Background: an optimization exercise with open tools, aiming at small area and a short achievable clock period. Do not read the settings as production practice.
Function was checked by simulation only, so behaviour that the tests miss may differ from the original.
No activity file was given, so power comes from the tool's default toggle rates.

// Controller
module Controller (CLK, reset, busIn, instrIn, imemAddr, out);
input CLK;
input reset;
input [31:0] busIn;
input [15:0] instrIn;
output [15:0] imemAddr;
output [106:0] out;
reg [15:0] pc;
reg [31:0] acc;
reg mode;
wire [7:0] op  = instrIn[15:8];
wire [7:0] imm = instrIn[7:0];
wire lo_ok  = (op[7:4] == 4'h0);       
wire hi_ok  = (op[7:4] == 4'h1);       
wire [3:0] o = op[3:0];
wire o_br   = hi_ok & (o == 4'h0);
wire o_brz  = hi_ok & (o == 4'h1);
wire o_brnz = hi_ok & (o == 4'h2);
wire o_exit = hi_ok & (o == 4'h3);
wire o_st   = lo_ok & (o == 4'h9);
wire busform = lo_ok & ((o == 4'h1) | (o == 4'h3) | (o == 4'h7) | (o == 4'ha) | (o == 4'hc) | (o == 4'he));
wire m0 = ~mode;
wire [31:0] b = mode ? busIn : {24'b0, imm};
wire sub = mode ? (op[1] & op[0]) : (op[2] & ~op[0]);
wire [31:0] bx = b ^ {32{sub}};
wire [31:0] p0 = acc ^ bx;
wire [31:0] g0 = acc & bx;
wire [31:0] sum;
wire [31:0] ad_p0 = acc ^ bx;
wire [31:0] ad_g0 = acc & bx;
wire ad_gc0 = ad_g0[0] | (ad_p0[0] & sub);
wire ad_g_0 = ad_g0[1] | (ad_p0[1] & ad_gc0);
wire ad_g_1 = ad_g0[3] | (ad_p0[3] & ad_g0[2]);
wire ad_p_1 = ad_p0[3] & ad_p0[2];
wire ad_g_2 = ad_g0[5] | (ad_p0[5] & ad_g0[4]);
  ...
Settings: LEC_CHECK=0, ABC_AREA=1, CAP_MARGIN=20, CORE_MARGIN=2, CORE_UTILIZATION=45, CTS_BUF_LIST=sky130_fd_sc_hd__clkbuf_8, SETUP_SLACK_MARGIN=2.4, SLEW_MARGIN=20, SYNTH_HIERARCHICAL=1; clock period 9.0 ns.
standard.sh (not shown) runs the stock make flow with config.mk's settings and CLKGATE_MAP_FILE= SYNTH_SCRIPT=/design/flow/synth_recipe.tcl, a recipe that flattens the netlist after the stock synthesis.
==> flow/flow/run.sh <==
#!/bin/bash
# Own layout flow: the standard ORFS flow with two changes.
#  - Synthesis: ADDER_MAP_FILE is left empty, so Yosys does not extract full/half adder cells
#    before ABC and ABC maps the adders' gates itself (faster, no larger). Everything else in
#    the standard synthesis, and so every register, its name and cell type, is unchanged.
#  - Placement: every port still gets a buffer, but sky130_fd_sc_hd__buf_1 instead of the delay
#    cell buffer_ports picks by default; the resizer upsizes these where timing needs it.
# Each step's full log is under orfs/logs/; make's own output goes to standard_finish.log.
set -euo pipefail
export BUFFER_PORTS_ARGS="-buffer_cell sky130_fd_sc_hd__buf_1"
bash standard.sh ADDER_MAP_FILE= finish > standard_finish.log 2>&1
Edit:
CTS_BUF_LIST = unset   (was sky130_fd_sc_hd__clkbuf_8)
SETUP_SLACK_MARGIN = 2.8   (was 2.4)
After rerunning:
- setup slack gets better by 0.31 ns
- die area stays the same
- cell area came out higher by 10%
- first-iteration DRC count increases by 4.3%
- non-clock buffer count rises by 43
- area after synthesis is unchanged
- total power climbs by 16%
Edit:
CTS_BUF_LIST = sky130_fd_sc_hd__clkbuf_8   (was unset)
SETUP_SLACK_MARGIN = 2.5   (was 2.8)
The changed run finished clean.
Worst hold slack improves by 0.0063 ns.
Cell area shrinks by 8.0%.
Synthesized area is unchanged.
Register-to-register slack gets better by 0.31 ns.
Non-clock buffer count went down by 36.
Wire length goes down by about 5%.

## lane 1
Starting RTL as in the previous note.
clock: 9.0 ns
lec_check: 0
abc_area: 1
cap_margin: 20
core_margin: 2
core_utilization: 45
setup_slack_margin: 2.6
slew_margin: 20
synth_hierarchical: 1
Scripts as last shown in full above: flow/flow/run.sh
Lane 1 finished every step from synthesis to the final layout, and the layout passed the timing, design-rule and antenna checks.
For lane 2, these inputs were changed with respect to lane 1:
- changing SETUP_SLACK_MARGIN from 2.6 to 2.5
Of lane 2 and lane 1, it is lane 2 that has the higher critical path depth. A end of the critical path of out[50] is what lane 2 shows, while out[49] belongs to lane 1. Comparing lane 1 and lane 2, the higher worst setup slack for register-to-register paths was measured on lane 2. Looking at setup slack across lane 1 and lane 2, the one that comes out higher is lane 1. Diff lane 1 -> lane 2: wire length -540 µm, slew of the pin with the lowest slew margin -0.086 ns, multi-input combinational gate total ~0 delta, final instance area -120 µm².

## run 1
Controller, a different RTL version from the one above (not shown whole).
Size in the first run: roughly 170 I/O pins, about 8000 µm² of cells after synthesis.
export LEC_CHECK = 0
export ABC_AREA = 1
export CAP_MARGIN = 20
export CORE_MARGIN = 2
export CORE_UTILIZATION = 30
export SETUP_SLACK_MARGIN = 3
export SLEW_MARGIN = 20
create_clock -name core_clock -period 9.0 [get_ports {CLK}]
Scripts as last shown in full above: flow/flow/run.sh
Run 1: flow completed, timing, DRC and antenna clean
Input changes introduced in run 2 (baseline for comparison: run 1):
Settings: changing SETUP_SLACK_MARGIN from 3 to 2.5; changing CORE_UTILIZATION from 30 to 45.
==> notes.md <==
The total number of nets in the final design in run 2 is 0.927 times that in run 1.
[compare] base=run 1 new=run 2: global-route track usage on met3 was more or less identical; initial DRC count decreased 44%.
Diff run 1 -> run 2: setup slack now sits lower; total power draw now sits lower.
Diff run 2 and run 1: total iterations of the first detailed-routing run lower in run 1
Run 2 reports a higher worst max-slew margin expressed relative to the limit than run 1 does.
Going from run 1 to run 2, global-route wire length before repair shrank by more than 10%.
Final design area excluding fillers: run 2 vs run 1 down about 23%

Controller, a different RTL version from the one above (not shown whole).
Size: roughly 1,100 cells after synthesis, roughly 49 flip-flops, ~7300 sq um of cells after synthesis.
clock: 9.0 ns
lec_check: 0
abc_area: 1
cap_margin: 20
core_margin: 2
core_utilization: 45
setup_slack_margin: 2.5
slew_margin: 20
==> flow/flow/run.sh <==
#!/bin/bash
# Own layout flow: the standard ORFS flow (standard.sh) with these changes.
#  - Synthesis: ADDER_MAP_FILE is left empty, so Yosys does not extract full/half adder cells
#    before ABC, and ABC maps the combinational logic with flow/abc.script (an area-oriented
#    mapping) through flow/abc_wrap.tcl, which otherwise runs synth_recipe.tcl unchanged. The
#    registers, their names and cell types are those of the standard synthesis.
#  - Placement: every port still gets a buffer, but sky130_fd_sc_hd__buf_1 instead of the delay
#    cell buffer_ports picks by default; the resizer upsizes these where timing needs it.
# Each step's full log is under orfs/logs/; make's own output goes to standard_finish.log.
set -euo pipefail
here=$(pwd)
export BUFFER_PORTS_ARGS="-buffer_cell sky130_fd_sc_hd__buf_1"
export MY_ABC_SCRIPT="$here/flow/abc.script"
export FLOW_SYNTH_TCL="$here/synth_recipe.tcl"
bash standard.sh ADDER_MAP_FILE= SYNTH_SCRIPT="$here/flow/abc_wrap.tcl" finish > standard_finish.log 2>&1
==> flow/flow/abc.script <==
&get -n
&st
&dch
&nf -R 1000
&put
topo
stime -c
buffer -c
upsize -c
dnsize -c
==> flow/flow/abc_wrap.tcl <==
# The standard flow's synthesis (synth_recipe.tcl, unchanged) with one change: the ABC call that maps the
# combinational logic uses flow/abc.script instead of ORFS's abc_area.script. Every other
# argument of that call, and every other step, is as in the standard synthesis.
proc abc {args} {
  set i [lsearch -exact $args -script]
  if {$i >= 0} { lset args [expr {$i + 1}] $::env(MY_ABC_SCRIPT) }
  yosys abc {*}$args
}
source $::env(FLOW_SYNTH_TCL)
The first run went through all stages and came out clean.
==> next run, changes <==
==> flow/flow/abc.script (replaced) <==
strash
dch
amap
topo
stime -c
buffer -c
upsize -c
dnsize -c
Effect: Area after synthesis goes down by 7.0%. Clock power goes down by about 8%. Via count goes up by 12%. Global-route usage goes up by 4.4 points. Wire length goes up by 9.6%. Combinational power goes up by 12%.
==> next run, changes <==
==> flow/flow/run.sh (replaced) <==
#!/bin/bash
# Own layout flow: the standard ORFS flow with two changes.
#  - Synthesis: ADDER_MAP_FILE is left empty, so Yosys does not extract full/half adder cells
#    before ABC and ABC maps the adders' gates itself (faster, no larger). Everything else in
#    the standard synthesis, and so every register, its name and cell type, is unchanged.
#  - Placement: every port still gets a buffer, but sky130_fd_sc_hd__buf_1 instead of the delay
#    cell buffer_ports picks by default; the resizer upsizes these where timing needs it.
# Each step's full log is under orfs/logs/; make's own output goes to standard_finish.log.
set -euo pipefail
export BUFFER_PORTS_ARGS="-buffer_cell sky130_fd_sc_hd__buf_1"
bash standard.sh ADDER_MAP_FILE= finish > standard_finish.log 2>&1
--- a/flow/config.mk
+++ b/flow/config.mk
@@ -12 +12 @@
-export SETUP_SLACK_MARGIN = 2.5
+export SETUP_SLACK_MARGIN = 2.3
removed: flow/flow/abc.script
removed: flow/flow/abc_wrap.tcl
Result: Combinational power fell by 21%; design area fell by 6.4%; worst hold slack is worse by 43 ps; final cell count rose by 20%; count of clock-buffer cells in the layout rose by 2; utilization fell by 13 points.

Starting RTL as in the previous note.
Settings: LEC_CHECK=0, ABC_AREA=1, CAP_MARGIN=20, CORE_MARGIN=2, CORE_UTILIZATION=45, SETUP_SLACK_MARGIN=2.5, SLEW_MARGIN=20; clock period 9.0 ns.
==> flow/flow/run.sh <==
#!/bin/bash
# Own layout flow: the standard ORFS flow with two changes.
#  - Synthesis: ADDER_MAP_FILE is left empty, so Yosys does not extract full/half adder cells
#    before ABC and ABC maps the adders' gates itself (faster, no larger). Everything else in
#    the standard synthesis, and so every register, its name and cell type, is unchanged.
#  - Placement: every port still gets a buffer, but sky130_fd_sc_hd__buf_1 instead of the delay
#    cell buffer_ports picks by default; the resizer upsizes these where timing needs it.
# Each step's full log is under orfs/logs/; make's own output goes to standard_finish.log.
set -euo pipefail
export BUFFER_PORTS_ARGS="-buffer_cell sky130_fd_sc_hd__buf_1"
bash standard.sh ADDER_MAP_FILE= finish > standard_finish.log 2>&1
Next try:
--- a/flow/config.mk
+++ b/flow/config.mk
@@ -10,4 +10,4 @@
 export CORE_MARGIN = 2
 export CORE_UTILIZATION = 45
-export SETUP_SLACK_MARGIN = 2.5
+export SETUP_SLACK_MARGIN = 2.8
 export SLEW_MARGIN = 20
After rerunning: The new run finished clean. Worst setup slack improved by 0.25 ns. Via count came out higher by 3.6%. Core utilization rose by 4.0 points. Clock skew stays flat. Synthesized cell count does not change. Non-clock buffer count came out higher by 30.

## what the ideal ports hide
The results above use ideal ports. As a check the final layouts listed here were re-extracted and re-timed, cells and wires unchanged. Step 1, drivers: a clkbuf_16 drives CLK and a buf_2 each remaining input, both assumed. Step 2, shift: input delay + t, output delay - t, t = (earliest + latest rising clock arrival at the registers) / 2. This alone moves slack from input paths to output paths. Three values: ideal, step 1, step 2; two values: the first two.
run	t (ns)	slack for setup (ns)	latest minus earliest clock arrival (ns)
the first run of note 1	0.381	2.543 / 2.521 / 2.521	0.014 / 0.014
the second run of note 1	0.363	2.856 / 2.727 / 2.727	0.006 / 0.006
the third run of note 1	0.381	2.631 / 2.594 / 2.594	0.011 / 0.011
lane 1	0.360	2.693 / 2.656 / 2.656	0.004 / 0.004
lane 2	0.359	2.664 / 2.627 / 2.627	0.004 / 0.004
run 1	0.360	2.782 / 2.531 / 2.443	0.008 / 0.008
run 2	0.359	2.612 / 2.588 / 2.588	0.016 / 0.016
the first run of note 4	0.351	1.668 / 1.605 / 1.605	0.015 / 0.015
the second run of note 4	0.354	0.849 / 0.810 / 0.810	0.018 / 0.017
the third run of note 4	0.357	2.387 / 2.346 / 2.346	0.012 / 0.012
the first run of note 5	0.355	2.535 / 2.486 / 2.486	0.010 / 0.010
the second run of note 5	0.357	2.784 / 2.647 / 2.647	0.011 / 0.012
After both steps every run listed still meets setup and hold. For run 1, which loses most, drivers alone change the setup slack by -0.251 ns; drivers and shift together by -0.339 ns.
